This design comes from an exercise in tuning for small area, a short achievable clock period and few clock cycles per item on the open sky130 flow, not from production work.
No functional check of the RTL was part of any run shown here.
Power figures rest on the tool's default switching activity, not on a simulated workload.

==> flow/design.v <==
module multiplier(
	input logic clk,
	input logic rst,
	input logic start_flag,
	input logic[15:0] a,
	input logic[15:0] b,
	output logic[31:0] result,
	output logic status
	);
	logic one1;
	logic two2;
	logic neg3;
	logic pp4;
	logic pp5;
	logic pp6;
	logic pp7;
	logic pp8;
	logic pp9;
	logic pp10;
	logic pp11;
	logic pp12;
	logic pp13;
	logic pp14;
	logic pp15;
	logic pp16;
	logic pp17;
	logic pp18;
	logic pp19;
	logic pp20;
	logic one21;
	logic two22;
	logic neg23;
	logic pp24;
	logic pp25;
	logic pp26;
	logic pp27;
	logic pp28;
	logic pp29;
	logic pp30;
	logic pp31;
	logic pp32;
	logic pp33;
	logic pp34;
	logic pp35;
	logic pp36;
	logic pp37;
	logic pp38;
	logic pp39;
	logic pp40;
	logic one41;
	logic two42;
	logic neg43;
	logic pp44;
	logic pp45;
	logic pp46;
	logic pp47;
	logic pp48;
	logic pp49;
	logic pp50;
	logic pp51;
	logic pp52;
	logic pp53;
	logic pp54;
	logic pp55;
	logic pp56;
	logic pp57;
	logic pp58;
	logic pp59;
	logic pp60;
	logic one61;
	logic two62;
	logic neg63;
	logic pp64;
	logic pp65;
	logic pp66;
	logic pp67;
	logic pp68;
	logic pp69;
	logic pp70;
	logic pp71;
	logic pp72;
	logic pp73;
	logic pp74;
	logic pp75;
	logic pp76;
	logic pp77;
	logic pp78;
	logic pp79;
	logic pp80;
	logic one81;
	logic two82;
	logic neg83;
	logic pp84;
	logic pp85;
	logic pp86;
	logic pp87;
	logic pp88;
	logic pp89;
	logic pp90;
	logic pp91;
	logic pp92;
	logic pp93;
	logic pp94;
	logic pp95;
	logic pp96;
	logic pp97;
	logic pp98;
	logic pp99;
	logic pp100;
	logic one101;
	logic two102;
	logic neg103;
	logic pp104;
	logic pp105;
	logic pp106;
	logic pp107;
	logic pp108;
	logic pp109;
	logic pp110;
	logic pp111;
	logic pp112;
	logic pp113;
	logic pp114;
	logic pp115;
	logic pp116;
	logic pp117;
	logic pp118;
	logic pp119;
	logic pp120;
	logic one121;
	logic two122;
	logic neg123;
	logic pp124;
	logic pp125;
	logic pp126;
	logic pp127;
	logic pp128;
	logic pp129;
	logic pp130;
	logic pp131;
	logic pp132;
	logic pp133;
	logic pp134;
	logic pp135;
	logic pp136;
	logic pp137;
	logic pp138;
	logic pp139;
	logic pp140;
	logic one141;
	logic two142;
	logic neg143;
	logic pp144;
	logic pp145;
	logic pp146;
	logic pp147;
	logic pp148;
	logic pp149;
	logic pp150;
	logic pp151;
	logic pp152;
	logic pp153;
	logic pp154;
	logic pp155;
	logic pp156;
	logic pp157;
	logic pp158;
	logic pp159;
	logic pp160;
	logic s161;
	logic c162;
	logic s163;
	logic c164;
	logic s165;
	logic c166;
	logic s167;
	logic c168;
	logic s169;
	logic c170;
	logic s171;
	logic c172;
	logic s173;
	logic c174;
	logic s175;
	logic c176;
	logic s177;
	logic c178;
	logic s179;
	logic c180;
	logic s181;
	logic c182;
	logic s183;
	logic c184;
	logic s185;
	logic c186;
	logic s187;
	logic c188;
	logic s189;
	logic c190;
	logic s191;
	logic c192;
	logic s193;
	logic c194;
	logic s195;
	logic c196;
	logic s197;
	logic c198;
	logic s199;
	logic c200;
	logic s201;
	logic c202;
	logic s203;
	logic c204;
	logic s205;
	logic c206;
	logic s207;
	logic c208;
	logic s209;
	logic c210;
	logic s211;
	logic c212;
	logic s213;
	logic c214;
	logic s215;
	logic c216;
	logic s217;
	logic c218;
	logic s219;
	logic c220;
	logic s221;
	logic c222;
	logic s223;
	logic c224;
	logic s225;
	logic c226;
	logic s227;
	logic c228;
	logic s229;
	logic c230;
	logic s231;
	logic c232;
	logic s233;
	logic c234;
	logic s235;
	logic c236;
	logic s237;
	logic c238;
	logic s239;
	logic c240;
	logic s241;
	logic c242;
	logic s243;
	logic c244;
	logic s245;
	logic c246;
	logic s247;
	logic c248;
	logic s249;
	logic c250;
	logic s251;
	logic c252;
	logic s253;
	logic c254;
	logic s255;
	logic c256;
	logic s257;
	logic c258;
	logic s259;
	logic c260;
	logic s261;
	logic c262;
	logic s263;
	logic c264;
	logic s265;
	logic c266;
	logic s267;
	logic c268;
	logic s269;
	logic c270;
	logic s271;
	logic c272;
	logic s273;
	logic c274;
	logic s275;
	logic c276;
	logic s277;
	logic c278;
	logic s279;
	logic c280;
	logic s281;
	logic c282;
	logic s283;
	logic c284;
	logic s285;
	logic c286;
	logic s287;
	logic c288;
	logic s289;
	logic c290;
	logic s291;
	logic c292;
	logic s293;
	logic c294;
	logic s295;
	logic c296;
	logic s297;
	logic c298;
	logic s299;
	logic c300;
	logic s301;
	logic c302;
	logic s303;
	logic c304;
	logic s305;
	logic c306;
	logic s307;
	logic c308;
	logic s309;
	logic c310;
	logic s311;
	logic c312;
	logic s313;
	logic c314;
	logic s315;
	logic c316;
	logic s317;
	logic c318;
	logic s319;
	logic c320;
	logic s321;
	logic c322;
	logic s323;
	logic c324;
	logic s325;
	logic c326;
	logic s327;
	logic c328;
	logic s329;
	logic c330;
	logic s331;
	logic c332;
	logic s333;
	logic c334;
	logic s335;
	logic c336;
	logic s337;
	logic c338;
	logic s339;
	logic c340;
	logic s341;
	logic c342;
	logic s343;
	logic c344;
	logic s345;
	logic c346;
	logic s347;
	logic c348;
	logic s349;
	logic c350;
	logic s351;
	logic c352;
	logic s353;
	logic c354;
	logic s355;
	logic c356;
	logic s357;
	logic c358;
	logic s359;
	logic c360;
	logic s361;
	logic c362;
	logic s363;
	logic c364;
	logic s365;
	logic c366;
	logic s367;
	logic c368;
	logic s369;
	logic c370;
	logic s371;
	logic c372;
	logic s373;
	logic c374;
	logic s375;
	logic c376;
	logic s377;
	logic c378;
	logic s379;
	logic c380;
	logic s381;
	logic c382;
	logic s383;
	logic c384;
	assign one1 = b[0];
	assign two2 = b[1] & ~b[0];
	assign neg3 = b[1];
	assign pp4 = ((one1 & a[0])) ^ neg3;
	assign pp5 = ((one1 & a[1]) | (two2 & a[0])) ^ neg3;
	assign pp6 = ((one1 & a[2]) | (two2 & a[1])) ^ neg3;
	assign pp7 = ((one1 & a[3]) | (two2 & a[2])) ^ neg3;
	assign pp8 = ((one1 & a[4]) | (two2 & a[3])) ^ neg3;
	assign pp9 = ((one1 & a[5]) | (two2 & a[4])) ^ neg3;
	assign pp10 = ((one1 & a[6]) | (two2 & a[5])) ^ neg3;
	assign pp11 = ((one1 & a[7]) | (two2 & a[6])) ^ neg3;
	assign pp12 = ((one1 & a[8]) | (two2 & a[7])) ^ neg3;
	assign pp13 = ((one1 & a[9]) | (two2 & a[8])) ^ neg3;
	assign pp14 = ((one1 & a[10]) | (two2 & a[9])) ^ neg3;
	assign pp15 = ((one1 & a[11]) | (two2 & a[10])) ^ neg3;
	assign pp16 = ((one1 & a[12]) | (two2 & a[11])) ^ neg3;
	assign pp17 = ((one1 & a[13]) | (two2 & a[12])) ^ neg3;
	assign pp18 = ((one1 & a[14]) | (two2 & a[13])) ^ neg3;
	assign pp19 = ((one1 & a[15]) | (two2 & a[14])) ^ neg3;
	assign pp20 = ~((one1 | two2) & a[15]) ^ neg3;
	assign one21 = b[2] ^ b[1];
	assign two22 = (b[3] & ~b[2] & ~b[1]) | (~b[3] & b[2] & b[1]);
	assign neg23 = b[3];
	assign pp24 = ((one21 & a[0])) ^ neg23;
	assign pp25 = ((one21 & a[1]) | (two22 & a[0])) ^ neg23;
	assign pp26 = ((one21 & a[2]) | (two22 & a[1])) ^ neg23;
	assign pp27 = ((one21 & a[3]) | (two22 & a[2])) ^ neg23;
	assign pp28 = ((one21 & a[4]) | (two22 & a[3])) ^ neg23;
	assign pp29 = ((one21 & a[5]) | (two22 & a[4])) ^ neg23;
	assign pp30 = ((one21 & a[6]) | (two22 & a[5])) ^ neg23;
	assign pp31 = ((one21 & a[7]) | (two22 & a[6])) ^ neg23;
	assign pp32 = ((one21 & a[8]) | (two22 & a[7])) ^ neg23;
	assign pp33 = ((one21 & a[9]) | (two22 & a[8])) ^ neg23;
	assign pp34 = ((one21 & a[10]) | (two22 & a[9])) ^ neg23;
	assign pp35 = ((one21 & a[11]) | (two22 & a[10])) ^ neg23;
	assign pp36 = ((one21 & a[12]) | (two22 & a[11])) ^ neg23;
	assign pp37 = ((one21 & a[13]) | (two22 & a[12])) ^ neg23;
	assign pp38 = ((one21 & a[14]) | (two22 & a[13])) ^ neg23;
	assign pp39 = ((one21 & a[15]) | (two22 & a[14])) ^ neg23;
	assign pp40 = ~((one21 | two22) & a[15]) ^ neg23;
	assign one41 = b[4] ^ b[3];
	assign two42 = (b[5] & ~b[4] & ~b[3]) | (~b[5] & b[4] & b[3]);
	assign neg43 = b[5];
	assign pp44 = ((one41 & a[0])) ^ neg43;
	assign pp45 = ((one41 & a[1]) | (two42 & a[0])) ^ neg43;
	assign pp46 = ((one41 & a[2]) | (two42 & a[1])) ^ neg43;
	assign pp47 = ((one41 & a[3]) | (two42 & a[2])) ^ neg43;
	assign pp48 = ((one41 & a[4]) | (two42 & a[3])) ^ neg43;
	assign pp49 = ((one41 & a[5]) | (two42 & a[4])) ^ neg43;
	assign pp50 = ((one41 & a[6]) | (two42 & a[5])) ^ neg43;
	assign pp51 = ((one41 & a[7]) | (two42 & a[6])) ^ neg43;
	assign pp52 = ((one41 & a[8]) | (two42 & a[7])) ^ neg43;
	assign pp53 = ((one41 & a[9]) | (two42 & a[8])) ^ neg43;
	assign pp54 = ((one41 & a[10]) | (two42 & a[9])) ^ neg43;
	assign pp55 = ((one41 & a[11]) | (two42 & a[10])) ^ neg43;
	assign pp56 = ((one41 & a[12]) | (two42 & a[11])) ^ neg43;
	assign pp57 = ((one41 & a[13]) | (two42 & a[12])) ^ neg43;
	assign pp58 = ((one41 & a[14]) | (two42 & a[13])) ^ neg43;
	assign pp59 = ((one41 & a[15]) | (two42 & a[14])) ^ neg43;
	assign pp60 = ~((one41 | two42) & a[15]) ^ neg43;
	assign one61 = b[6] ^ b[5];
	assign two62 = (b[7] & ~b[6] & ~b[5]) | (~b[7] & b[6] & b[5]);
	assign neg63 = b[7];
	assign pp64 = ((one61 & a[0])) ^ neg63;
	assign pp65 = ((one61 & a[1]) | (two62 & a[0])) ^ neg63;
	assign pp66 = ((one61 & a[2]) | (two62 & a[1])) ^ neg63;
	assign pp67 = ((one61 & a[3]) | (two62 & a[2])) ^ neg63;
	assign pp68 = ((one61 & a[4]) | (two62 & a[3])) ^ neg63;
	assign pp69 = ((one61 & a[5]) | (two62 & a[4])) ^ neg63;
	assign pp70 = ((one61 & a[6]) | (two62 & a[5])) ^ neg63;
	assign pp71 = ((one61 & a[7]) | (two62 & a[6])) ^ neg63;
	assign pp72 = ((one61 & a[8]) | (two62 & a[7])) ^ neg63;
	assign pp73 = ((one61 & a[9]) | (two62 & a[8])) ^ neg63;
	assign pp74 = ((one61 & a[10]) | (two62 & a[9])) ^ neg63;
	assign pp75 = ((one61 & a[11]) | (two62 & a[10])) ^ neg63;
	assign pp76 = ((one61 & a[12]) | (two62 & a[11])) ^ neg63;
	assign pp77 = ((one61 & a[13]) | (two62 & a[12])) ^ neg63;
	assign pp78 = ((one61 & a[14]) | (two62 & a[13])) ^ neg63;
	assign pp79 = ((one61 & a[15]) | (two62 & a[14])) ^ neg63;
	assign pp80 = ~((one61 | two62) & a[15]) ^ neg63;
	assign one81 = b[8] ^ b[7];
	assign two82 = (b[9] & ~b[8] & ~b[7]) | (~b[9] & b[8] & b[7]);
	assign neg83 = b[9];
	assign pp84 = ((one81 & a[0])) ^ neg83;
	assign pp85 = ((one81 & a[1]) | (two82 & a[0])) ^ neg83;
	assign pp86 = ((one81 & a[2]) | (two82 & a[1])) ^ neg83;
	assign pp87 = ((one81 & a[3]) | (two82 & a[2])) ^ neg83;
	assign pp88 = ((one81 & a[4]) | (two82 & a[3])) ^ neg83;
	assign pp89 = ((one81 & a[5]) | (two82 & a[4])) ^ neg83;
	assign pp90 = ((one81 & a[6]) | (two82 & a[5])) ^ neg83;
	assign pp91 = ((one81 & a[7]) | (two82 & a[6])) ^ neg83;
	assign pp92 = ((one81 & a[8]) | (two82 & a[7])) ^ neg83;
	assign pp93 = ((one81 & a[9]) | (two82 & a[8])) ^ neg83;
	assign pp94 = ((one81 & a[10]) | (two82 & a[9])) ^ neg83;
	assign pp95 = ((one81 & a[11]) | (two82 & a[10])) ^ neg83;
	assign pp96 = ((one81 & a[12]) | (two82 & a[11])) ^ neg83;
	assign pp97 = ((one81 & a[13]) | (two82 & a[12])) ^ neg83;
	assign pp98 = ((one81 & a[14]) | (two82 & a[13])) ^ neg83;
	assign pp99 = ((one81 & a[15]) | (two82 & a[14])) ^ neg83;
	assign pp100 = ~((one81 | two82) & a[15]) ^ neg83;
	assign one101 = b[10] ^ b[9];
	assign two102 = (b[11] & ~b[10] & ~b[9]) | (~b[11] & b[10] & b[9]);
	assign neg103 = b[11];
	assign pp104 = ((one101 & a[0])) ^ neg103;
	assign pp105 = ((one101 & a[1]) | (two102 & a[0])) ^ neg103;
	assign pp106 = ((one101 & a[2]) | (two102 & a[1])) ^ neg103;
	assign pp107 = ((one101 & a[3]) | (two102 & a[2])) ^ neg103;
	assign pp108 = ((one101 & a[4]) | (two102 & a[3])) ^ neg103;
	assign pp109 = ((one101 & a[5]) | (two102 & a[4])) ^ neg103;
	assign pp110 = ((one101 & a[6]) | (two102 & a[5])) ^ neg103;
	assign pp111 = ((one101 & a[7]) | (two102 & a[6])) ^ neg103;
	assign pp112 = ((one101 & a[8]) | (two102 & a[7])) ^ neg103;
	assign pp113 = ((one101 & a[9]) | (two102 & a[8])) ^ neg103;
	assign pp114 = ((one101 & a[10]) | (two102 & a[9])) ^ neg103;
	assign pp115 = ((one101 & a[11]) | (two102 & a[10])) ^ neg103;
	assign pp116 = ((one101 & a[12]) | (two102 & a[11])) ^ neg103;
	assign pp117 = ((one101 & a[13]) | (two102 & a[12])) ^ neg103;
	assign pp118 = ((one101 & a[14]) | (two102 & a[13])) ^ neg103;
	assign pp119 = ((one101 & a[15]) | (two102 & a[14])) ^ neg103;
	assign pp120 = ~((one101 | two102) & a[15]) ^ neg103;
	assign one121 = b[12] ^ b[11];
	assign two122 = (b[13] & ~b[12] & ~b[11]) | (~b[13] & b[12] & b[11]);
	assign neg123 = b[13];
	assign pp124 = ((one121 & a[0])) ^ neg123;
	assign pp125 = ((one121 & a[1]) | (two122 & a[0])) ^ neg123;
	assign pp126 = ((one121 & a[2]) | (two122 & a[1])) ^ neg123;
	assign pp127 = ((one121 & a[3]) | (two122 & a[2])) ^ neg123;
	assign pp128 = ((one121 & a[4]) | (two122 & a[3])) ^ neg123;
	assign pp129 = ((one121 & a[5]) | (two122 & a[4])) ^ neg123;
	assign pp130 = ((one121 & a[6]) | (two122 & a[5])) ^ neg123;
	assign pp131 = ((one121 & a[7]) | (two122 & a[6])) ^ neg123;
	assign pp132 = ((one121 & a[8]) | (two122 & a[7])) ^ neg123;
	assign pp133 = ((one121 & a[9]) | (two122 & a[8])) ^ neg123;
	assign pp134 = ((one121 & a[10]) | (two122 & a[9])) ^ neg123;
	assign pp135 = ((one121 & a[11]) | (two122 & a[10])) ^ neg123;
	assign pp136 = ((one121 & a[12]) | (two122 & a[11])) ^ neg123;
	assign pp137 = ((one121 & a[13]) | (two122 & a[12])) ^ neg123;
	assign pp138 = ((one121 & a[14]) | (two122 & a[13])) ^ neg123;
	assign pp139 = ((one121 & a[15]) | (two122 & a[14])) ^ neg123;
	assign pp140 = ~((one121 | two122) & a[15]) ^ neg123;
	assign one141 = b[14] ^ b[13];
	assign two142 = (b[15] & ~b[14] & ~b[13]) | (~b[15] & b[14] & b[13]);
	assign neg143 = b[15];
	assign pp144 = ((one141 & a[0])) ^ neg143;
	assign pp145 = ((one141 & a[1]) | (two142 & a[0])) ^ neg143;
	assign pp146 = ((one141 & a[2]) | (two142 & a[1])) ^ neg143;
	assign pp147 = ((one141 & a[3]) | (two142 & a[2])) ^ neg143;
	assign pp148 = ((one141 & a[4]) | (two142 & a[3])) ^ neg143;
	assign pp149 = ((one141 & a[5]) | (two142 & a[4])) ^ neg143;
	assign pp150 = ((one141 & a[6]) | (two142 & a[5])) ^ neg143;
	assign pp151 = ((one141 & a[7]) | (two142 & a[6])) ^ neg143;
	assign pp152 = ((one141 & a[8]) | (two142 & a[7])) ^ neg143;
	assign pp153 = ((one141 & a[9]) | (two142 & a[8])) ^ neg143;
	assign pp154 = ((one141 & a[10]) | (two142 & a[9])) ^ neg143;
	assign pp155 = ((one141 & a[11]) | (two142 & a[10])) ^ neg143;
	assign pp156 = ((one141 & a[12]) | (two142 & a[11])) ^ neg143;
	assign pp157 = ((one141 & a[13]) | (two142 & a[12])) ^ neg143;
	assign pp158 = ((one141 & a[14]) | (two142 & a[13])) ^ neg143;
	assign pp159 = ((one141 & a[15]) | (two142 & a[14])) ^ neg143;
	assign pp160 = ~((one141 | two142) & a[15]) ^ neg143;
	assign s161 = neg23 ^ pp6;
	assign c162 = neg23 & pp6;
	assign s163 = pp7 ^ pp25;
	assign c164 = pp7 & pp25;
	assign s165 = neg43 ^ pp8 ^ pp26;
	assign c166 = (neg43 & pp8) | (neg43 & pp26) | (pp8 & pp26);
	assign s167 = pp44 ^ c164;
	assign c168 = pp44 & c164;
	assign s169 = pp9 ^ pp27 ^ pp45;
	assign c170 = (pp9 & pp27) | (pp9 & pp45) | (pp27 & pp45);
	assign s171 = c168 ^ c166;
	assign c172 = c168 & c166;
	assign s173 = neg63 ^ pp10 ^ pp28;
	assign c174 = (neg63 & pp10) | (neg63 & pp28) | (pp10 & pp28);
	assign s175 = pp46 ^ pp64 ^ c170;
	assign c176 = (pp46 & pp64) | (pp46 & c170) | (pp64 & c170);
	assign s177 = s173 ^ c172;
	assign c178 = s173 & c172;
	assign s179 = pp11 ^ pp29 ^ pp47;
	assign c180 = (pp11 & pp29) | (pp11 & pp47) | (pp29 & pp47);
	assign s181 = pp65 ^ c174 ^ s179;
	assign c182 = (pp65 & c174) | (pp65 & s179) | (c174 & s179);
	assign s183 = c176 ^ c178;
	assign c184 = c176 & c178;
	assign s185 = neg83 ^ pp12 ^ pp30;
	assign c186 = (neg83 & pp12) | (neg83 & pp30) | (pp12 & pp30);
	assign s187 = pp48 ^ pp66 ^ pp84;
	assign c188 = (pp48 & pp66) | (pp48 & pp84) | (pp66 & pp84);
	assign s189 = c180 ^ s185 ^ s187;
	assign c190 = (c180 & s185) | (c180 & s187) | (s185 & s187);
	assign s191 = c182 ^ c184;
	assign c192 = c182 & c184;
	assign s193 = pp13 ^ pp31 ^ pp49;
	assign c194 = (pp13 & pp31) | (pp13 & pp49) | (pp31 & pp49);
	assign s195 = pp67 ^ pp85 ^ c186;
	assign c196 = (pp67 & pp85) | (pp67 & c186) | (pp85 & c186);
	assign s197 = c188 ^ s193 ^ c190;
	assign c198 = (c188 & s193) | (c188 & c190) | (s193 & c190);
	assign s199 = s195 ^ c192;
	assign c200 = s195 & c192;
	assign s201 = neg103 ^ pp14 ^ pp32;
	assign c202 = (neg103 & pp14) | (neg103 & pp32) | (pp14 & pp32);
	assign s203 = pp50 ^ pp68 ^ pp86;
	assign c204 = (pp50 & pp68) | (pp50 & pp86) | (pp68 & pp86);
	assign s205 = pp104 ^ c194 ^ s201;
	assign c206 = (pp104 & c194) | (pp104 & s201) | (c194 & s201);
	assign s207 = s203 ^ c196 ^ s205;
	assign c208 = (s203 & c196) | (s203 & s205) | (c196 & s205);
	assign s209 = c198 ^ c200;
	assign c210 = c198 & c200;
	assign s211 = pp15 ^ pp33 ^ pp51;
	assign c212 = (pp15 & pp33) | (pp15 & pp51) | (pp33 & pp51);
	assign s213 = pp69 ^ pp87 ^ pp105;
	assign c214 = (pp69 & pp87) | (pp69 & pp105) | (pp87 & pp105);
	assign s215 = c202 ^ c204 ^ s211;
	assign c216 = (c202 & c204) | (c202 & s211) | (c204 & s211);
	assign s217 = s213 ^ c206 ^ s215;
	assign c218 = (s213 & c206) | (s213 & s215) | (c206 & s215);
	assign s219 = c208 ^ s217;
	assign c220 = c208 & s217;
	assign s221 = neg123 ^ pp16 ^ pp34;
	assign c222 = (neg123 & pp16) | (neg123 & pp34) | (pp16 & pp34);
	assign s223 = pp52 ^ pp70 ^ pp88;
	assign c224 = (pp52 & pp70) | (pp52 & pp88) | (pp70 & pp88);
	assign s225 = pp106 ^ pp124 ^ c212;
	assign c226 = (pp106 & pp124) | (pp106 & c212) | (pp124 & c212);
	assign s227 = c214 ^ s221 ^ s223;
	assign c228 = (c214 & s221) | (c214 & s223) | (s221 & s223);
	assign s229 = c216 ^ s225 ^ s227;
	assign c230 = (c216 & s225) | (c216 & s227) | (s225 & s227);
	assign s231 = c218 ^ s229;
	assign c232 = c218 & s229;
	assign s233 = pp17 ^ pp35 ^ pp53;
	assign c234 = (pp17 & pp35) | (pp17 & pp53) | (pp35 & pp53);
	assign s235 = pp71 ^ pp89 ^ pp107;
	assign c236 = (pp71 & pp89) | (pp71 & pp107) | (pp89 & pp107);
	assign s237 = pp125 ^ c222 ^ c224;
	assign c238 = (pp125 & c222) | (pp125 & c224) | (c222 & c224);
	assign s239 = s233 ^ s235 ^ c226;
	assign c240 = (s233 & s235) | (s233 & c226) | (s235 & c226);
	assign s241 = c228 ^ s237 ^ s239;
	assign c242 = (c228 & s237) | (c228 & s239) | (s237 & s239);
	assign s243 = c230 ^ c232;
	assign c244 = c230 & c232;
	assign s245 = neg143 ^ pp18 ^ pp36;
	assign c246 = (neg143 & pp18) | (neg143 & pp36) | (pp18 & pp36);
	assign s247 = pp54 ^ pp72 ^ pp90;
	assign c248 = (pp54 & pp72) | (pp54 & pp90) | (pp72 & pp90);
	assign s249 = pp108 ^ pp126 ^ pp144;
	assign c250 = (pp108 & pp126) | (pp108 & pp144) | (pp126 & pp144);
	assign s251 = c234 ^ c236 ^ s245;
	assign c252 = (c234 & c236) | (c234 & s245) | (c236 & s245);
	assign s253 = s247 ^ s249 ^ c238;
	assign c254 = (s247 & s249) | (s247 & c238) | (s249 & c238);
	assign s255 = s251 ^ c240 ^ s253;
	assign c256 = (s251 & c240) | (s251 & s253) | (c240 & s253);
	assign s257 = c242 ^ s255;
	assign c258 = c242 & s255;
	assign s259 = pp19 ^ pp37 ^ pp55;
	assign c260 = (pp19 & pp37) | (pp19 & pp55) | (pp37 & pp55);
	assign s261 = pp73 ^ pp91 ^ pp109;
	assign c262 = (pp73 & pp91) | (pp73 & pp109) | (pp91 & pp109);
	assign s263 = pp127 ^ pp145 ^ c246;
	assign c264 = (pp127 & pp145) | (pp127 & c246) | (pp145 & c246);
	assign s265 = c248 ^ c250 ^ s259;
	assign c266 = (c248 & c250) | (c248 & s259) | (c250 & s259);
	assign s267 = s261 ^ c252 ^ s263;
	assign c268 = (s261 & c252) | (s261 & s263) | (c252 & s263);
	assign s269 = s265 ^ c254 ^ s267;
	assign c270 = (s265 & c254) | (s265 & s267) | (c254 & s267);
	assign s271 = c256 ^ s269;
	assign c272 = c256 & s269;
	assign s273 = ~(pp20 ^ pp38);
	assign c274 = pp20 | pp38;
	assign s275 = pp56 ^ pp74 ^ pp92;
	assign c276 = (pp56 & pp74) | (pp56 & pp92) | (pp74 & pp92);
	assign s277 = pp110 ^ pp128 ^ pp146;
	assign c278 = (pp110 & pp128) | (pp110 & pp146) | (pp128 & pp146);
	assign s279 = c260 ^ c262 ^ s273;
	assign c280 = (c260 & c262) | (c260 & s273) | (c262 & s273);
	assign s281 = s275 ^ s277 ^ c264;
	assign c282 = (s275 & s277) | (s275 & c264) | (s277 & c264);
	assign s283 = c266 ^ s279 ^ c268;
	assign c284 = (c266 & s279) | (c266 & c268) | (s279 & c268);
	assign s285 = s281 ^ c270 ^ s283;
	assign c286 = (s281 & c270) | (s281 & s283) | (c270 & s283);
	assign s287 = ~(pp39 ^ pp57);
	assign c288 = pp39 | pp57;
	assign s289 = pp75 ^ pp93 ^ pp111;
	assign c290 = (pp75 & pp93) | (pp75 & pp111) | (pp93 & pp111);
	assign s291 = pp129 ^ pp147 ^ c274;
	assign c292 = (pp129 & pp147) | (pp129 & c274) | (pp147 & c274);
	assign s293 = c276 ^ c278 ^ s287;
	assign c294 = (c276 & c278) | (c276 & s287) | (c278 & s287);
	assign s295 = s289 ^ c280 ^ s291;
	assign c296 = (s289 & c280) | (s289 & s291) | (c280 & s291);
	assign s297 = s293 ^ c282 ^ s295;
	assign c298 = (s293 & c282) | (s293 & s295) | (c282 & s295);
	assign s299 = c284 ^ s297;
	assign c300 = c284 & s297;
	assign s301 = pp40 ^ pp58 ^ pp76;
	assign c302 = (pp40 & pp58) | (pp40 & pp76) | (pp58 & pp76);
	assign s303 = pp94 ^ pp112 ^ pp130;
	assign c304 = (pp94 & pp112) | (pp94 & pp130) | (pp112 & pp130);
	assign s305 = pp148 ^ c288 ^ c290;
	assign c306 = (pp148 & c288) | (pp148 & c290) | (c288 & c290);
	assign s307 = s301 ^ s303 ^ c292;
	assign c308 = (s301 & s303) | (s301 & c292) | (s303 & c292);
	assign s309 = c294 ^ s305 ^ c296;
	assign c310 = (c294 & s305) | (c294 & c296) | (s305 & c296);
	assign s311 = s307 ^ c298 ^ s309;
	assign c312 = (s307 & c298) | (s307 & s309) | (c298 & s309);
	assign s313 = ~(pp59 ^ pp77);
	assign c314 = pp59 | pp77;
	assign s315 = pp95 ^ pp113 ^ pp131;
	assign c316 = (pp95 & pp113) | (pp95 & pp131) | (pp113 & pp131);
	assign s317 = pp149 ^ c302 ^ c304;
	assign c318 = (pp149 & c302) | (pp149 & c304) | (c302 & c304);
	assign s319 = s313 ^ s315 ^ c306;
	assign c320 = (s313 & s315) | (s313 & c306) | (s315 & c306);
	assign s321 = s317 ^ c308 ^ s319;
	assign c322 = (s317 & c308) | (s317 & s319) | (c308 & s319);
	assign s323 = c310 ^ s321;
	assign c324 = c310 & s321;
	assign s325 = pp60 ^ pp78 ^ pp96;
	assign c326 = (pp60 & pp78) | (pp60 & pp96) | (pp78 & pp96);
	assign s327 = pp114 ^ pp132 ^ pp150;
	assign c328 = (pp114 & pp132) | (pp114 & pp150) | (pp132 & pp150);
	assign s329 = c314 ^ c316 ^ s325;
	assign c330 = (c314 & c316) | (c314 & s325) | (c316 & s325);
	assign s331 = s327 ^ c318 ^ s329;
	assign c332 = (s327 & c318) | (s327 & s329) | (c318 & s329);
	assign s333 = c320 ^ s331 ^ c322;
	assign c334 = (c320 & s331) | (c320 & c322) | (s331 & c322);
	assign s335 = ~(pp79 ^ pp97);
	assign c336 = pp79 | pp97;
	assign s337 = pp115 ^ pp133 ^ pp151;
	assign c338 = (pp115 & pp133) | (pp115 & pp151) | (pp133 & pp151);
	assign s339 = c326 ^ c328 ^ s335;
	assign c340 = (c326 & c328) | (c326 & s335) | (c328 & s335);
	assign s341 = s337 ^ c330 ^ s339;
	assign c342 = (s337 & c330) | (s337 & s339) | (c330 & s339);
	assign s343 = c332 ^ s341;
	assign c344 = c332 & s341;
	assign s345 = pp80 ^ pp98 ^ pp116;
	assign c346 = (pp80 & pp98) | (pp80 & pp116) | (pp98 & pp116);
	assign s347 = pp134 ^ pp152 ^ c336;
	assign c348 = (pp134 & pp152) | (pp134 & c336) | (pp152 & c336);
	assign s349 = c338 ^ s345 ^ c340;
	assign c350 = (c338 & s345) | (c338 & c340) | (s345 & c340);
	assign s351 = s347 ^ c342 ^ s349;
	assign c352 = (s347 & c342) | (s347 & s349) | (c342 & s349);
	assign s353 = ~(pp99 ^ pp117);
	assign c354 = pp99 | pp117;
	assign s355 = pp135 ^ pp153 ^ c346;
	assign c356 = (pp135 & pp153) | (pp135 & c346) | (pp153 & c346);
	assign s357 = s353 ^ c348 ^ s355;
	assign c358 = (s353 & c348) | (s353 & s355) | (c348 & s355);
	assign s359 = c350 ^ s357;
	assign c360 = c350 & s357;
	assign s361 = pp100 ^ pp118 ^ pp136;
	assign c362 = (pp100 & pp118) | (pp100 & pp136) | (pp118 & pp136);
	assign s363 = pp154 ^ c354 ^ s361;
	assign c364 = (pp154 & c354) | (pp154 & s361) | (c354 & s361);
	assign s365 = c356 ^ s363 ^ c358;
	assign c366 = (c356 & s363) | (c356 & c358) | (s363 & c358);
	assign s367 = ~(pp119 ^ pp137);
	assign c368 = pp119 | pp137;
	assign s369 = pp155 ^ c362 ^ s367;
	assign c370 = (pp155 & c362) | (pp155 & s367) | (c362 & s367);
	assign s371 = c364 ^ s369;
	assign c372 = c364 & s369;
	assign s373 = pp120 ^ pp138 ^ pp156;
	assign c374 = (pp120 & pp138) | (pp120 & pp156) | (pp138 & pp156);
	assign s375 = c368 ^ s373 ^ c370;
	assign c376 = (c368 & s373) | (c368 & c370) | (s373 & c370);
	assign s377 = ~(pp139 ^ pp157);
	assign c378 = pp139 | pp157;
	assign s379 = c374 ^ s377;
	assign c380 = c374 & s377;
	assign s381 = pp140 ^ pp158 ^ c378;
	assign c382 = (pp140 & pp158) | (pp140 & c378) | (pp158 & c378);
	assign s383 = ~pp159;
	assign c384 = pp159;
	logic[31:0] rs, rc;
	assign rs = {1'b1, pp160, c382, c380, c376, c372, c366, c360, c352, c344, c334, c324, c312, c300, c286, c272, c258, c244, s241, c220, c210, s207, s197, s189, s181, s175, s169, s165, c162, pp24, pp5, pp4};
	assign rc = {1'b0, c384, s383, s381, s379, s375, s371, s365, s359, s351, s343, s333, s323, s311, s299, s285, s271, s257, s243, s231, s219, s209, s199, s191, s183, s177, s171, s167, s163, s161, 1'b0, neg3};
	logic[31:0] hs_q, hc_q;
	logic done;
	always_ff @(posedge clk) begin
		hs_q <= rs[31:0];
		hc_q <= rc[31:0];
	end
	always_ff @(posedge clk or negedge rst) begin
		if(~rst) done <= 1'b0;
		else done <= start_flag;
	end
	logic[32:0] hi;
	assign hi = {hs_q, 1'b0} + {hc_q, 1'b0};
	assign result = hi[32:1];
	assign status = done;
endmodule
==> flow/run.sh <==
#!/bin/bash
# synth_recipe.tcl (not shown) runs the flow's synth.tcl, then flattens the netlist and writes it again
# the make line also repeats each setting of config.mk as NAME=value (left out here)
make -C /OpenROAD-flow-scripts/flow DESIGN_CONFIG=/design/flow/config.mk WORK_HOME=/design/flow/orfs CLKGATE_MAP_FILE= SYNTH_SCRIPT=/design/flow/synth_recipe.tcl finish
==> flow/config.mk <==
export PLATFORM = sky130hd
export DESIGN_NAME = multiplier
export DESIGN_NICKNAME = multiplier
export VERILOG_FILES = /design/flow/design.v
export SDC_FILE = /design/flow/constraint.sdc
export NUM_CORES = 4
export LEC_CHECK = 0
export CAP_MARGIN = 20
export CORE_MARGIN = 2
export CORE_UTILIZATION = 40
export SLEW_MARGIN = 20
==> flow/constraint.sdc <==
create_clock -name core_clock -period 4.0 [get_ports {clk}]
set_input_delay 0.8000 -clock core_clock [delete_from_list [all_inputs] [get_ports {clk}]]
set_output_delay 0.8000 -clock core_clock [all_outputs]
set_load 0.01 [all_outputs]
==> summary.md, run 1 <==
| Metric | Value |
|---|---|
| Initial core utilization | 40.82% |
| Area leader, netlist | fa_1 |
| Die Wd | 167.1 um |
| CTS Buffer Depth | 2 |
| Ports | 68 |
| Post-synth top area share | 15.81% |
| Worst Path Arrival | 4.07 ns |
| Critical path class | input port to flop |
| EDFF count, synth | 0 |
| Slew Limit Fails | 0 |
| Hpwl dp | 25,550 um |
| I/O Buffers | 67 |
| Post-synth top flop | dfxtp_1 |
| Via density | 5.672 |
| Cell count after placement | 1,913 |
| Design area | 13,350 um^2 |
| GRT overflow | 0 |
| Fmax | 258.5 MHz |
| Final setup margin | 0.1311 ns |
| Worst-case vdd ir drop | 0.8490 mV |
| Hold Vio Cnt, Final | 0 |
| Mux share of post-synthesis cell area | 0% |
| Wire per inst | 16.74 um |
| Placer Congestion | 0.8966 |
| Post-synthesis sequential area ratio | 11.71% |
| Xor-xnor portion of the synthesized cell area | 4.693% |
| Commonest cells post-synth | nand2_1 (168), a21oi_1 (162), clkbuf_1 (126), nor2_1 (103), o21ai_0 (103) |
| GR Util All Layers | 22.80% |
| Root Driver | clkbuf_16 |
| Total power draw | 7.354 mW |
| Tcrit/Tclk final | 96.72% |
| Final setup fails | 0 |
| Num CTS Buffers | 9 |
| Vias in the first global route | 10,003 |
| Hold/Removal Path Class | input port to asynchronous set/reset pin |
| Count leader, synth | nand2_1 |
| Status | no timing/DRC/antenna violations |
| P per Cell Area | 551.0 nW/um^2 |
| Simple-gate share of the synthesized area | 15.60% |
| Worst-path maximum fanout | 9 |
| Final ANT Viol Nets | 0 |
| CP startpoint kind | input port |
| Final Net Count | 1,772 |
| Core Box Area | 26,060 um^2 |
| H-Tree Depth | 3 |
| Mapped Cells | 1,470 |
| Max_slew headroom | 72.14% |
| Drt pass-1 iters | 5 |
| Vias post-DR | 10,975 |
| First-pass GRT wire length | 52,630 um |
| Place WS | -0.4655 ns |
| Initial DRC count | 999 |
| Clock transition at path regs | 0.06 ns |
| Total die area | 27,910 um^2 |
| Finished Layout Cells | 1,935 |
| Synthesized area | 10,640 um^2 |
| Yosys cell types | 64 |
| Die height | 167.1 um |
| Slew @ Worst Pin | 0.4151 ns |
| Largest family of logic cells by synthesized area | compound AO/OA/AOI/OAI gates |
| Crit end category | flop |
| Max-cap violation count | 0 |
| Proportion of layout cells with a drive suffix above 1 | 17.81% |
| Unrepaired setup endpoints after global routing | true |
| Yosys Warn Count | 1 |
| Adder-cell share of the synthesized area | 26.96% |
| Crit path required time | 4.20 ns |
| Seq cells post-synth | 62 |
| FFs w/ async S/R, synth | 1.613% |
| Initial antenna violation count | 0 |
| CTS tree | yes |
| Pin count of the biggest net entering global routing | 47 |
| Area delta synth->final | 25.47% |
| Synth Area in Compound Gates | 31.24% |
| Post-layout min period | 3.869 ns |
| Synth Net Count | 1,647 |
| Residual DRC | 0 |
| N_diodes | 0 |
| CTS Hold Bufs | 0 |
| Hold slack | 0.6179 ns |
| Synth area leaders | fa_1 (16%), dfxtp_1 (11%), a21oi_1 (7.6%) |
| Static Leakage | 5.789 nW |
| Placed Area | 12,790 um^2 |
| Synth Area per Inst | 7.237 um^2 |
| Num rows | 59 |
| WL final | 32,400 um |
| Clock sink count | 62 |
critical path, cell delays in order:
cell and delay [ns]:
clkdlybuf4s50_1 0.39, buf_4 0.17, buf_4 0.17, maj3_1 0.36, o22ai_2 0.18, a21oi_2 0.08, fa_1 0.56, inv_1 0.06
fa_1 0.42, fa_1 0.41, inv_1 0.07, fa_1 0.40
layer usage:
layer	share of wire [%]	track usage (%)	wire [um]
met1	48	34.14	15690
met5	0	0	0
met2	44	35.43	14390
met4	2.0	6.109	647
met3	5.2	1.545	1669
metrics by stage:
step,utilization [%],setup TNS [ns]
6_report,51.22,0
3_5_place_dp,49.09,-7.824
5_1_grt,51.22,-0.01865
4_1_cts,50.44,0
2_1_floorplan,-,-0.02470
3_3_place_gp,49.09,-6.986
power by group:
part / switching, mW / internal, mW / total (mW) / leakage [nW]
registers: 0.0854 / 0.893 / 0.978 / 0.525
logic: 2.88 / 2.64 / 5.53 / 5.10
clock network: 0.271 / 0.579 / 0.850 / 0.162
total: 3.24 / 4.11 / 7.35 / 5.79
layout make-up:
cell class / count / area [um^2]
Clock buffer: 11 / 252.7
Clock inverter: 5 / 81.33
Fill cell: 2523 / 12710
Inverter: 103 / 390.4
Multi-Input combinational cell: 1139 / 8476
Sequential cell: 62 / 1246
Tap cell: 335 / 419.2
Timing Repair Buffer: 280 / 2481
logic make-up after synthesis:
kind of cell / count (synthesis)
compound gates: 519
simple gates: 375
buf+inv: 269
fa+ha+maj: 188
flops: 62
xor+xnor: 57
cells in the final DEF, fill, tap and decap left out, drive strengths merged, types with 38 or more instances in the layout:
cell / count
buf: 219
nand2: 168
a21oi: 163
o21ai: 110
nor2: 104
inv: 101
fa: 84
dfxtp: 61
ha: 58
maj3: 46
o22ai: 42
clkdlybuf4s50: 41
a211oi: 38
state kept, by name, indices dropped and copies added (netlist names):
name and cells:
hs_q 31, hc_q 30, done 1
what timing repair did:
action                                  CTS  global route
pin swaps                                 2            10
resized for setup                        10            52
setup buffers                             0             5
endpoints found under the setup margin   13            24
gates cloned                              0             1
path summary, 6_finish.rpt:
| kind | slack (ns) | cells after the start | from | endpoint |
|---|---|---|---|---|
| setup / recovery | 0.13 | 12 | a[10] | hc_q[20] |
| hold / removal | 0.62 | 1 | rst | done |
| max in group asynchronous | 3.28 | 1 | rst | done |
| min in group core_clock | 0.92 | 1 | start_flag | done |
==> run 2, diff against run 1 <==
--- a/flow/config.mk
+++ b/flow/config.mk
@@ -5,6 +5,7 @@
 export SDC_FILE = /design/flow/constraint.sdc
 export NUM_CORES = 4
 export LEC_CHECK = 0
+export ABC_CLOCK_PERIOD_IN_PS = 2500
 export CAP_MARGIN = 20
 export CORE_MARGIN = 2
 export CORE_UTILIZATION = 40
==> summary.md, run 2 <==
| Metric | Value |
|---|---|
| Final Net Count | 1,772 (unchanged) |
| Hold Vio Cnt, Final | 0 (unchanged) |
| Max-cap violation count | 0 (unchanged) |
| CP Cell Sequence | clkdlybuf4s50_1 -> buf_4 -> buf_4 -> maj3_1 -> o22ai_2 -> a21oi_2 -> fa_1 -> inv_1 -> fa_1 -> fa_1 -> inv_1 -> fa_1 (unchanged) |
| Clock sink count | 62 (unchanged) |
| Most frequent cells in the layout | buf_4 (195), nand2_1 (168), a21oi_1 (157) (unchanged) |
| Num CTS Buffers | 9 (unchanged) |
| Seq cells post-synth | 62 (unchanged) |
| Unrepaired setup endpoints after global routing | true (unchanged) |
| GRT overflow | 0 (unchanged) |
| Finished Layout Cells | 1,935 (unchanged) |
| Synth Area per Inst | 7.237 um^2 (unchanged) |
| Crit end category | flop (unchanged) |
| Simple-gate share of the synthesized area | 15.60% (unchanged) |
| Synth Area in Compound Gates | 31.24% (unchanged) |
| Total die area | 27,910 um^2 (unchanged) |
| Crit path required time | 4.20 ns (about the same) |
| Root Driver | clkbuf_16 (unchanged) |
| H-Tree Depth | 3 (unchanged) |
| Status | no timing/DRC/antenna violations (unchanged) |
| Hpwl dp | 25,550 um (unchanged) |
| Placed Area | 12,790 um^2 (unchanged) |
| CTS Buffer Depth | 2 (unchanged) |
| Initial core utilization | 40.82% (unchanged) |
| Clock transition at path regs | 0.06 ns (about the same) |
| WL final | 32,400 um (unchanged) |
| Delay-heaviest family, CP | adder cells (unchanged) |
| Final setup fails | 0 (unchanged) |
| Post-layout min period | 3.869 ns (unchanged) |
| Cell count after placement | 1,913 (unchanged) |
| CP startpoint kind | input port (unchanged) |
| Proportion of layout cells with a drive suffix above 1 | 17.81% (unchanged) |
| FFs w/ async S/R, synth | 1.613% (unchanged) |
| Drt pass-1 iters | 5 (unchanged) |
| Hold slack | 0.6179 ns (unchanged) |
| Yosys cell types | 64 (unchanged) |
| Die Wd | 167.1 um (unchanged) |
| Adder-cell share of the synthesized area | 26.96% (unchanged) |
| Synth Net Count | 1,647 (unchanged) |
| Num rows | 59 (unchanged) |
| Worst path bufs/invs | 5 (unchanged) |
| Tcrit/Tclk final | 96.72% (unchanged) |
| Max FFs per register | 31 (unchanged) |
| Design area | 13,350 um^2 (unchanged) |
| Largest family of logic cells by synthesized area | compound AO/OA/AOI/OAI gates (unchanged) |
| CP peak stage delay | 0.56 ns (about the same) |
| Area delta synth->final | 25.47% (unchanged) |
| Slew Limit Fails | 0 (unchanged) |
| Yosys Warn Count | 1 (unchanged) |
| Synth area leaders | fa_1 (16%), dfxtp_1 (11%), a21oi_1 (7.6%) (unchanged) |
| Synthesized area | 10,640 um^2 (unchanged) |
| N_diodes | 0 (unchanged) |
| Multi-input gate area | 8476 um^2 (unchanged) |
| Post-synth top area share | 15.81% (unchanged) |
| Slowest CP cell | fa_1 (unchanged) |
| Via density | 5.672 (unchanged) |
| Fill cell total of the finished layout | 2,523 (unchanged) |
| Fmax | 258.5 MHz (unchanged) |
| Count leader, synth | nand2_1 (unchanged) |
| Pin count of the biggest net entering global routing | 47 (unchanged) |
| First-pass GRT wire length | 52,630 um (unchanged) |
| Place WS | -0.4655 ns (unchanged) |
| Wire per inst | 16.74 um (unchanged) |
| Xor-xnor portion of the synthesized cell area | 4.693% (unchanged) |
| CTS Hold Bufs | 0 (unchanged) |
| Core Box Area | 26,060 um^2 (unchanged) |
| Post-synthesis sequential area ratio | 11.71% (unchanged) |
| Sequential cell area | 1246 um^2 (unchanged) |
| Slew @ Worst Pin | 0.4151 ns (unchanged) |
| Commonest non-fill, non-tap cell in the layout | buf_4 (unchanged) |
| Most used cell, CP | fa_1 (unchanged) |
| Worst-case vdd ir drop | 0.8490 mV (unchanged) |
| Area leader, netlist | fa_1 (unchanged) |
| Hold/Removal Path Class | input port to asynchronous set/reset pin (unchanged) |
| Die height | 167.1 um (unchanged) |
| Residual DRC | 0 (unchanged) |
| CTS tree | yes (unchanged) |
| Initial antenna violation count | 0 (unchanged) |
| Largest regs | hs_q x31, hc_q x30, done x1 (unchanged) |
| Fin Setup TNS | 0 ns (unchanged) |
| P per Cell Area | 551.0 nW/um^2 (unchanged) |
| Critical path class | input port to flop (unchanged) |
| I/O Buffers | 67 (unchanged) |
| Commonest cells post-synth | nand2_1 (168), a21oi_1 (162), clkbuf_1 (126), nor2_1 (103), o21ai_0 (103) (unchanged) |
| Largest Register | hs_q (unchanged) |
| CP Depth | 12 (unchanged) |
| Ports | 68 (unchanged) |
| Final setup margin | 0.1311 ns (unchanged) |
| Worst Path Arrival | 4.07 ns (about the same) |
| Max_slew headroom | 72.14% (unchanged) |
| Final ANT Viol Nets | 0 (unchanged) |
| Mapped Cells | 1,470 (unchanged) |
| Initial DRC count | 999 (unchanged) |
| Placer Congestion | 0.8966 (unchanged) |
| Mux share of post-synthesis cell area | 0% (unchanged) |
| EDFF count, synth | 0 (unchanged) |
| GR Util All Layers | 22.80% (unchanged) |
| Static Leakage | 5.789 nW (unchanged) |
| Worst-path maximum fanout | 9 (unchanged) |
| Vias post-DR | 10,975 (unchanged) |
| Vias in the first global route | 10,003 (unchanged) |
| Post-synth top flop | dfxtp_1 (unchanged) |
run 2: cell counts after synthesis:
No cell type changed its count.
run 2: layout make-up:
class / count / share of cell area [%]
clock buffer: 11 / 1.894
clock inverter: 5 / 0.6094
inverter: 103 / 2.925
multi-input combinational: 1139 / 63.50
sequential: 62 / 9.337
tap: 335 / 3.141
timing repair buffer: 280 / 18.59
run 2: cells by family (layout without fill, tap and decap cells):
| group | count (synthesis) | after routing |
|---|---|---|
| and+or+nand+nor | 375 | 375 |
| adders and majority gates | 188 | 188 |
| xor gates and xnor gates | 57 | 57 |
| buffers and inverters | 269 | 399 |
| DFF | 62 | 62 |
| AOI/OAI and AO/OA | 519 | 519 |
run 2: worst paths after layout:
| check | from | endpoint | slack, ns |
|---|---|---|---|
| max in group asynchronous | rst | done | 3.28 |
| min in group core_clock | start_flag | done | 0.92 |
| hold / removal | rst | done | 0.62 |
| setup / recovery | a[10] | hc_q[20] | 0.13 |
run 2: repair_timing:
| item | in CTS | in global routing |
|---|---|---|
| pin swaps | 2 | 10 |
| buffers inserted | 0 | 5 |
| gates cloned | 0 | 1 |
| gates resized for setup | 10 | 52 |
| hold endpoints to repair | 0 | 0 |
| setup endpoints to repair | 13 | 24 |
run 2: through the flow:
step,util (%),total power [mW]
2_1_floorplan,-,4.407
3_3_place_gp,49.09,6.284
3_5_place_dp,49.09,6.370
4_1_cts,50.44,7.278
5_1_grt,51.22,8.079
6_report,51.22,7.354
run 2: power breakdown:
part	leakage [nW]	total [mW]	switching, mW	internal [mW]
sequential	0.525	0.978	0.0854	0.893
combinational	5.10	5.53	2.88	2.64
clock	0.162	0.850	0.271	0.579
run 2: layer usage:
layer  GRT usage, %  up-vias  wire [um]
met5              0        -          0
met1          34.14     5169      15690
met2          35.43      366      14390
met3          1.545       34       1669
li1               -     5406          -
met4          6.109        0        647
==> run 3, diff against run 2 <==
--- a/flow/config.mk
+++ b/flow/config.mk
@@ -5,7 +5,7 @@
 export SDC_FILE = /design/flow/constraint.sdc
 export NUM_CORES = 4
 export LEC_CHECK = 0
-export ABC_CLOCK_PERIOD_IN_PS = 2500
+export ABC_AREA = 1
 export CAP_MARGIN = 20
 export CORE_MARGIN = 2
 export CORE_UTILIZATION = 40
==> summary.md, run 3 <==
| Metric | Value |
|---|---|
| Status | no timing/DRC/antenna violations (unchanged) |
| Synthesized area | 8668 um^2 (was 10,640 um^2) |
| P per Cell Area | 684.3 nW/um^2 (was 551.0 nW/um^2) |
| Commonest non-fill, non-tap cell in the layout | nand2_1 (was buf_4) |
| Synth Area in Compound Gates | 14.78% (was 31.24%) |
| Slowest CP cell | fa_1 (unchanged) |
| Wire per inst | 15.17 um (was 16.74 um) |
| Placer Congestion | 0.9070 (was 0.8966) |
| I/O Buffers | 67 (unchanged) |
| Design area | 11,000 um^2 (was 13,350 um^2) |
| CTS Hold Bufs | 0 (unchanged) |
| Static Leakage | 5.708 nW (was 5.789 nW) |
| Commonest cells post-synth | nand2_1 (240), inv_1 (217), xor2_1 (143), fa_1 (84), o22ai_1 (79) (was nand2_1 (168), a21oi_1 (162), clkbuf_1 (126), nor2_1 (103), o21ai_0 (103)) |
| Via density | 4.886 (was 5.672) |
| FFs w/ async S/R, synth | 1.613% (unchanged) |
| Num rows | 53 (was 59) |
| Final Net Count | 1,457 (was 1,772) |
| Yosys cell types | 34 (was 64) |
| Final ANT Viol Nets | 0 (unchanged) |
| Ports | 68 (unchanged) |
| Count leader, synth | nand2_1 (unchanged) |
| Drt pass-1 iters | 5 (unchanged) |
| N_diodes | 0 (unchanged) |
| GR Util All Layers | 21.28% (was 22.80%) |
| Worst-case vdd ir drop | 0.3057 mV (was 0.8490 mV) |
| Delay-heaviest family, CP | adder cells (unchanged) |
| Most used cell, CP | fa_1 (unchanged) |
| Post-layout min period | 3.925 ns (was 3.869 ns) |
| Worst Path Arrival | 4.11 ns (was 4.07 ns) |
| Hold Vio Cnt, Final | 0 (unchanged) |
| CP peak stage delay | 0.54 ns (was 0.56 ns) |
| Max-cap violation count | 0 (unchanged) |
| CTS Buffer Depth | 2 (unchanged) |
| Die height | 151.2 um (was 167.1 um) |
| Core Box Area | 21,150 um^2 (was 26,060 um^2) |
| Fmax | 254.8 MHz (was 258.5 MHz) |
| Largest regs | hs_q x31, hc_q x30, done x1 (unchanged) |
| Max_slew headroom | 65.12% (was 72.14%) |
| Initial antenna violation count | 0 (unchanged) |
| Hpwl dp | 20,270 um (was 25,550 um) |
| CP Cell Sequence | clkdlybuf4s50_1 -> nand2_2 -> inv_1 -> o21ai_4 -> buf_6 -> o22ai_2 -> xor2_1 -> fa_1 -> inv_1 -> fa_1 -> fa_1 -> fa_1 (was clkdlybuf4s50_1 -> buf_4 -> buf_4 -> maj3_1 -> o22ai_2 -> a21oi_2 -> fa_1 -> inv_1 -> fa_1 -> fa_1 -> inv_1 -> fa_1) |
| Yosys Warn Count | 1 (unchanged) |
| Initial DRC count | 448 (was 999) |
| GRT overflow | 0 (unchanged) |
| Post-synth top area share | 19.40% (was 15.81%) |
| Post-synthesis sequential area ratio | 14.38% (was 11.71%) |
| Residual DRC | 0 (unchanged) |
| Adder-cell share of the synthesized area | 27.77% (was 26.96%) |
| Final core occ | 52.00% (was 51.22%) |
| Crit path launch | b[6] (was a[10]) |
| Final setup margin | 0.07469 ns (was 0.1311 ns) |
| Clock transition at path regs | 0.06 ns (about the same) |
| Worst path bufs/invs | 4 (was 5) |
| Proportion of layout cells with a drive suffix above 1 | 18.93% (was 17.81%) |
| Tcrit/Tclk final | 98.13% (was 96.72%) |
| Total power draw | 7.527 mW (was 7.354 mW) |
| WL final | 23,650 um (was 32,400 um) |
| Vias in the first global route | 7,421 (was 10,003) |
| Largest family of logic cells by synthesized area | adder cells (was compound AO/OA/AOI/OAI gates) |
| Vias post-DR | 7,617 (was 10,975) |
| Slew @ Worst Pin | 0.5227 ns (was 0.4151 ns) |
| Unrepaired setup endpoints after global routing | true (unchanged) |
| Final setup fails | 0 (unchanged) |
| Slew Limit Fails | 0 (unchanged) |
| Max FFs per register | 31 (unchanged) |
| Area leader, netlist | fa_1 (unchanged) |
| Xor-xnor portion of the synthesized cell area | 14.45% (was 4.693%) |
| CP startpoint kind | input port (unchanged) |
| Pin count of the biggest net entering global routing | 14 (was 47) |
| Die Wd | 151.2 um (was 167.1 um) |
| Num CTS Buffers | 9 (unchanged) |
| Worst-path maximum fanout | 6 (was 9) |
| EDFF count, synth | 0 (unchanged) |
| Most frequent cells in the layout | nand2_1 (232), inv_1 (215), xor2_1 (134) (was buf_4 (195), nand2_1 (168), a21oi_1 (157)) |
| Area delta synth->final | 26.89% (was 25.47%) |
| Crit path required time | 4.18 ns (was 4.20 ns) |
| Seq cells post-synth | 62 (unchanged) |
| CTS tree | yes (unchanged) |
| Simple-gate share of the synthesized area | 15.85% (was 15.60%) |
| Post-synth top flop | dfxtp_1 (unchanged) |
| Largest Register | hs_q (unchanged) |
| Total die area | 22,860 um^2 (was 27,910 um^2) |
| Root Driver | clkbuf_16 (unchanged) |
| Hold slack | 0.6083 ns (was 0.6179 ns) |
| Critical path class | input port to flop (unchanged) |
| First-pass GRT wire length | 37,950 um (was 52,630 um) |
| Mapped Cells | 1,119 (was 1,470) |
| Crit end category | flop (unchanged) |
| Synth Area per Inst | 7.746 um^2 (was 7.237 um^2) |
| Place WS | -0.4612 ns (was -0.4655 ns) |
| Initial core utilization | 40.98% (was 40.82%) |
| Synth Net Count | 1,296 (was 1,647) |
| H-Tree Depth | 3 (unchanged) |
| Fill cell total of the finished layout | 2,028 (was 2,523) |
| Hold/Removal Path Class | input port to asynchronous set/reset pin (unchanged) |
| Clock sink count | 62 (unchanged) |
| Mux share of post-synthesis cell area | 0% (unchanged) |
| Placed Area | 10,430 um^2 (was 12,790 um^2) |
| Synth area leaders | fa_1 (19%), xor2_1 (14%), dfxtp_1 (14%) (was fa_1 (16%), dfxtp_1 (11%), a21oi_1 (7.6%)) |
run 3: changes by cell type after synthesis, sizes merged, moves of 38 or more:
cell	previous run	this run
nor2	104	47
clkbuf	127	6
xor2	33	143
a211oi	38	0
inv	100	221
nand2	168	245
a21oi	163	23
o21ai	110	13
maj3	46	0
o22ai	42	120
run 3: final timing paths:
kind / to / cells after the start
hold / removal: done / 1
setup / recovery: hs_q[21] / 12
min in group core_clock: done / 1
max in group asynchronous: done / 1
run 3: area by class of cell:
cell class,instances,area (um^2),share of cell area [%]
Multi-Input combinational cell,790,6565,59.69
Inverter,222,833.3,7.576
Clock buffer,11,242.7,2.207
Tap cell,275,344.1,3.128
Sequential cell,62,1246,11.33
Clock inverter,4,47.55,0.4323
Timing Repair Buffer,195,1720,15.64
run 3: kinds of logic after synthesis:
group / count (synthesis)
buf+inv: 267
fa+ha+maj: 142
compound gates: 165
flops: 62
xor+xnor: 143
simple gates: 340
run 3: routing by layer:
metal / global-route usage (%) / wire, um / share of wire (%)
met1: 29.22 / 10960 / 46
met2: 35.90 / 11060 / 47
met3: 1.386 / 1020 / 4.3
met4: 6.589 / 605 / 2.6
met5: 0 / 0 / 0
run 3: timing repair:
| item | CTS | global route |
|---|---|---|
| endpoints found under the hold margin | 0 | 0 |
| endpoints found under the setup margin | 7 | 18 |
| gates resized for setup | 18 | 47 |
| pin swaps | 8 | 21 |
| setup buffers | 0 | 1 |
run 3: through the flow:
step | instances | setup TNS, ns
after floorplan | 1119 | 0
after global placement | 1543 | -6.117
after detailed placement | 1543 | -7.180
after CTS | 1558 | 0
after global routing | 1559 | -0.1362
final | 1559 | 0
run 3: power breakdown:
| part | internal (mW) | switching (mW) |
|---|---|---|
| combinational | 2.55 | 3.21 |
| clock | 0.493 | 0.260 |
| sequential | 0.927 | 0.0885 |
==> run 4, diff against run 3 <==
--- a/flow/design.v
+++ b/flow/design.v
@@ -778,18 +778,24 @@
 	logic[31:0] rs, rc;
 	assign rs = {1'b1, pp160, c382, c380, c376, c372, c366, c360, c352, c344, c334, c324, c312, c300, c286, c272, c258, c244, s241, c220, c210, s207, s197, s189, s181, s175, s169, s165, c162, pp24, pp5, pp4};
 	assign rc = {1'b0, c384, s383, s381, s379, s375, s371, s365, s359, s351, s343, s333, s323, s311, s299, s285, s271, s257, s243, s231, s219, s209, s199, s191, s183, s177, s171, s167, s163, s161, 1'b0, neg3};
-	logic[31:0] hs_q, hc_q;
+	logic[23:0] hs_q, hc_q;
+	logic[8:0] lo;
+	logic[7:0] lo_q;
+	logic cin_q;
+	assign lo = {1'b0, rs[7:0]} + {1'b0, rc[7:0]};
 	logic done;
 	always_ff @(posedge clk) begin
-		hs_q <= rs[31:0];
-		hc_q <= rc[31:0];
+		hs_q <= rs[31:8];
+		hc_q <= rc[31:8];
+		lo_q <= lo[7:0];
+		cin_q <= lo[8];
 	end
 	always_ff @(posedge clk or negedge rst) begin
 		if(~rst) done <= 1'b0;
 		else done <= start_flag;
 	end
-	logic[32:0] hi;
-	assign hi = {hs_q, 1'b0} + {hc_q, 1'b0};
-	assign result = hi[32:1];
+	logic[24:0] hi;
+	assign hi = {hs_q, 1'b1} + {hc_q, cin_q};
+	assign result = {hi[24:1], lo_q};
 	assign status = done;
 endmodule
--- a/flow/config.mk
+++ b/flow/config.mk
@@ -5,7 +5,6 @@
 export SDC_FILE = /design/flow/constraint.sdc
 export NUM_CORES = 4
 export LEC_CHECK = 0
-export ABC_AREA = 1
 export CAP_MARGIN = 20
 export CORE_MARGIN = 2
 export CORE_UTILIZATION = 40
==> summary.md, run 4 <==
| Metric | Value |
|---|---|
| Status | no timing/DRC/antenna violations (unchanged) |
| Unrepaired setup endpoints after global routing | true (unchanged) |
| Total die area | 26,320 um^2 (was 22,860 um^2) |
| CTS Hold Bufs | 0 (unchanged) |
| Clock transition at path regs | 0.07 ns (was 0.06 ns) |
| Die height | 162.2 um (was 151.2 um) |
| Synth Net Count | 1,540 (was 1,296) |
| Synthesized area | 10,010 um^2 (was 8668 um^2) |
| N_diodes | 0 (unchanged) |
| WL final | 31,290 um (was 23,650 um) |
| I/O Buffers | 67 (unchanged) |
| Area delta synth->final | 25.39% (was 26.89%) |
| EDFF count, synth | 0 (unchanged) |
| Drt pass-1 iters | 5 (unchanged) |
| First-pass GRT wire length | 50,250 um (was 37,950 um) |
| Slowest CP cell | fa_1 (unchanged) |
| H-Tree Depth | 2 (was 3) |
| Design area | 12,560 um^2 (was 11,000 um^2) |
| Crit path required time | 4.18 ns (about the same) |
| Initial DRC count | 1,111 (was 448) |
| Pin count of the biggest net entering global routing | 34 (was 14) |
| Residual DRC | 0 (unchanged) |
| Yosys cell types | 61 (was 34) |
| GR Util All Layers | 23.66% (was 21.28%) |
| Vias in the first global route | 9,299 (was 7,421) |
| Clock sink count | 56 (was 62) |
| Proportion of layout cells with a drive suffix above 1 | 19.48% (was 18.93%) |
| Hold Vio Cnt, Final | 0 (unchanged) |
| CTS Buffer Depth | 2 (unchanged) |
| Ports | 68 (unchanged) |
| CTS tree | yes (unchanged) |
| Slew Limit Fails | 0 (unchanged) |
| Die Wd | 162.2 um (was 151.2 um) |
| Commonest non-fill, non-tap cell in the layout | buf_4 (was nand2_1) |
| Max_slew headroom | 63.81% (was 65.12%) |
| Slew @ Worst Pin | 0.5415 ns (was 0.5227 ns) |
| Root Driver | clkbuf_16 (unchanged) |
| Synth area leaders | fa_1 (17%), dfxtp_1 (11%), a21oi_1 (8.0%) (was fa_1 (19%), xor2_1 (14%), dfxtp_1 (14%)) |
| Post-synth top flop | dfxtp_1 (unchanged) |
| Seq cells post-synth | 56 (was 62) |
| Hold slack | 0.6358 ns (was 0.6083 ns) |
| Via density | 5.724 (was 4.886) |
| Hold/Removal Path Class | input port to asynchronous set/reset pin (unchanged) |
| Core Box Area | 24,460 um^2 (was 21,150 um^2) |
| Crit end category | flop (unchanged) |
| Delay-heaviest family, CP | adder cells (unchanged) |
| Final ANT Viol Nets | 0 (unchanged) |
| Worst Path Arrival | 4.10 ns (was 4.11 ns) |
| CP peak stage delay | 0.54 ns (about the same) |
| Yosys Warn Count | 1 (unchanged) |
| Worst path bufs/invs | 4 (unchanged) |
| Initial antenna violation count | 0 (unchanged) |
| Static Leakage | 5.382 nW (was 5.708 nW) |
| Worst-path maximum fanout | 4 (was 6) |
| Post-synth top area share | 16.99% (was 19.40%) |
| Critical path class | input port to flop (unchanged) |
| Total power draw | 6.438 mW (was 7.527 mW) |
| Fmax | 254.9 MHz (was 254.8 MHz) |
| Tcrit/Tclk final | 98.09% (was 98.13%) |
| Placer Congestion | 0.8869 (was 0.9070) |
| Most frequent cells in the layout | buf_4 (190), a21oi_1 (152), nand2_1 (132) (was nand2_1 (232), inv_1 (215), xor2_1 (134)) |
| Num CTS Buffers | 5 (was 9) |
| GRT overflow | 0 (unchanged) |
| Post-layout min period | 3.923 ns (was 3.925 ns) |
| Fin Setup TNS | 0 ns (unchanged) |
| Mapped Cells | 1,362 (was 1,119) |
| Area leader, netlist | fa_1 (unchanged) |
| FFs w/ async S/R, synth | 1.786% (was 1.613%) |
| Commonest cells post-synth | a21oi_1 (160), nand2_1 (132), clkbuf_1 (118), inv_1 (113), nor2_1 (88) (was nand2_1 (240), inv_1 (217), xor2_1 (143), fa_1 (84), o22ai_1 (79)) |
| CP startpoint kind | input port (unchanged) |
| Vias post-DR | 10,378 (was 7,617) |
| Max-cap violation count | 0 (unchanged) |
| CP Cell Sequence | clkdlybuf4s50_1 -> clkinv_1 -> buf_4 -> o311a_1 -> o22ai_2 -> fa_1 -> fa_1 -> fa_1 -> inv_1 -> ha_1 -> ha_1 (was clkdlybuf4s50_1 -> nand2_2 -> inv_1 -> o21ai_4 -> buf_6 -> o22ai_2 -> xor2_1 -> fa_1 -> inv_1 -> fa_1 -> fa_1 -> fa_1) |
| Count leader, synth | a21oi_1 (was nand2_1) |
| Worst-case vdd ir drop | 0.5654 mV (was 0.3057 mV) |
| Wire per inst | 17.26 um (was 15.17 um) |
| Synth Area per Inst | 7.352 um^2 (was 7.746 um^2) |
| P per Cell Area | 512.8 nW/um^2 (was 684.3 nW/um^2) |
| Final setup fails | 0 (unchanged) |
| Final Net Count | 1,666 (was 1,457) |
| Hpwl dp | 25,040 um (was 20,270 um) |
| Initial core utilization | 40.93% (was 40.98%) |
| Placed Area | 12,170 um^2 (was 10,430 um^2) |
| Num rows | 57 (was 53) |
| Post-synthesis sequential area ratio | 11.25% (was 14.38%) |
| Most used cell, CP | fa_1 (unchanged) |
| Largest regs | hc_q x23, hs_q x23, lo_q x8 (was hs_q x31, hc_q x30, done x1) |
[run 4: cells by family (layout without fill, tap and decap cells)]
group	after synthesis	in the layout	share of synthesized area, %
AOI/OAI and AO/OA	487	487	31.73
xor gates and xnor gates	55	55	4.811
adders and majority gates	182	182	28.14
buffers and inverters	270	397	10.27
DFF	56	56	11.25
muxes	2	2	0.2124
and+or+nand+nor	310	310	13.60
[run 4: how the worst max path moves through the flow]
stage	start	end	slack, ns	cells after the start
after global placement	a[12]	hc_q[8]	-0.43	12
after floorplan	b[1]	hc_q[8]	0.004	12
after CTS	b[8]	hc_q[10]	0.0008	10
after detailed placement	b[2]	hc_q[8]	-0.53	13
final	b[4]	hc_q[5]	0.08	11
after global routing	b[4]	hc_q[5]	-0.02	11
[run 4: what timing repair did]
| action | in CTS | in global routing |
|---|---|---|
| pin swaps | 8 | 12 |
| gates resized for setup | 26 | 48 |
| setup buffers | 2 | 0 |
| endpoints found under the setup margin | 13 | 22 |
[run 4: power breakdown]
group          switching (mW)  internal [mW]  total (mW)  leakage (nW)
clock                   0.210          0.234       0.445        0.0671
sequential             0.0793          0.839       0.918         0.474
combinational            2.60           2.48        5.08          4.84
total                    2.89           3.55        6.44          5.38
[run 4: final cells by class]
cell class                      instances  area, um^2
Fill cell                            2369       11910
Multi-Input combinational cell       1036        8074
Timing Repair Buffer                  274        2374
Sequential cell                        56        1126
Inverter                              115       431.7
Tap cell                              324       405.4
Clock buffer                            6       128.9
Clock inverter                          2       16.27
[run 4: layer usage]
| metal | GRT usage, % | routed length, um |
|---|---|---|
| met5 | 0 | 0 |
| met4 | 4.505 | 414 |
| met3 | 2.400 | 2317 |
| met2 | 36.32 | 13600 |
| met1 | 36.06 | 14950 |
[run 4: stage by stage]
stage / util [%] / std cells / worst slack, ns
floorplan: - / 1362 / 0.004008
global placement: 49.76 / 1805 / -0.4338
detailed placement: 49.76 / 1805 / -0.5299
CTS: 50.63 / 1814 / 0.0007572
global route: 51.33 / 1813 / -0.01896
finish: 51.33 / 1813 / 0.07658

what the ideal ports hide:
The flow's constraints put no driver on any port. The routed layouts listed below were extracted and timed again, unchanged, in two steps.
Step 1 assumes that a clkbuf_16 drives the clock port and a buf_2 every other input.
Step 2 adds t to the input delays and takes it off the output delays; t is the mean of the earliest and latest rising clock arrival at the registers after step 1. Input paths then give back, and output paths get back, about the clock's delay inside the block.
Three values: no drivers, after step 1, after step 2; two values: the first two.
| run | shift t [ns] | setup WS [ns] | worst slew at a driven data input, ns |
|---|---|---|---|
| run 1 | 0.359 | 0.131 / 0.103 / -0.210 | 0.04 |
| run 2 | 0.359 | 0.131 / 0.103 / -0.210 | 0.04 |
| run 3 | 0.357 | 0.075 / 0.091 / -0.266 | 0.04 |
| run 4 | 0.338 | 0.077 / 0.097 / -0.241 | 0.05 |
Met with ideal ports but missed after step 2: setup timing in every run listed.
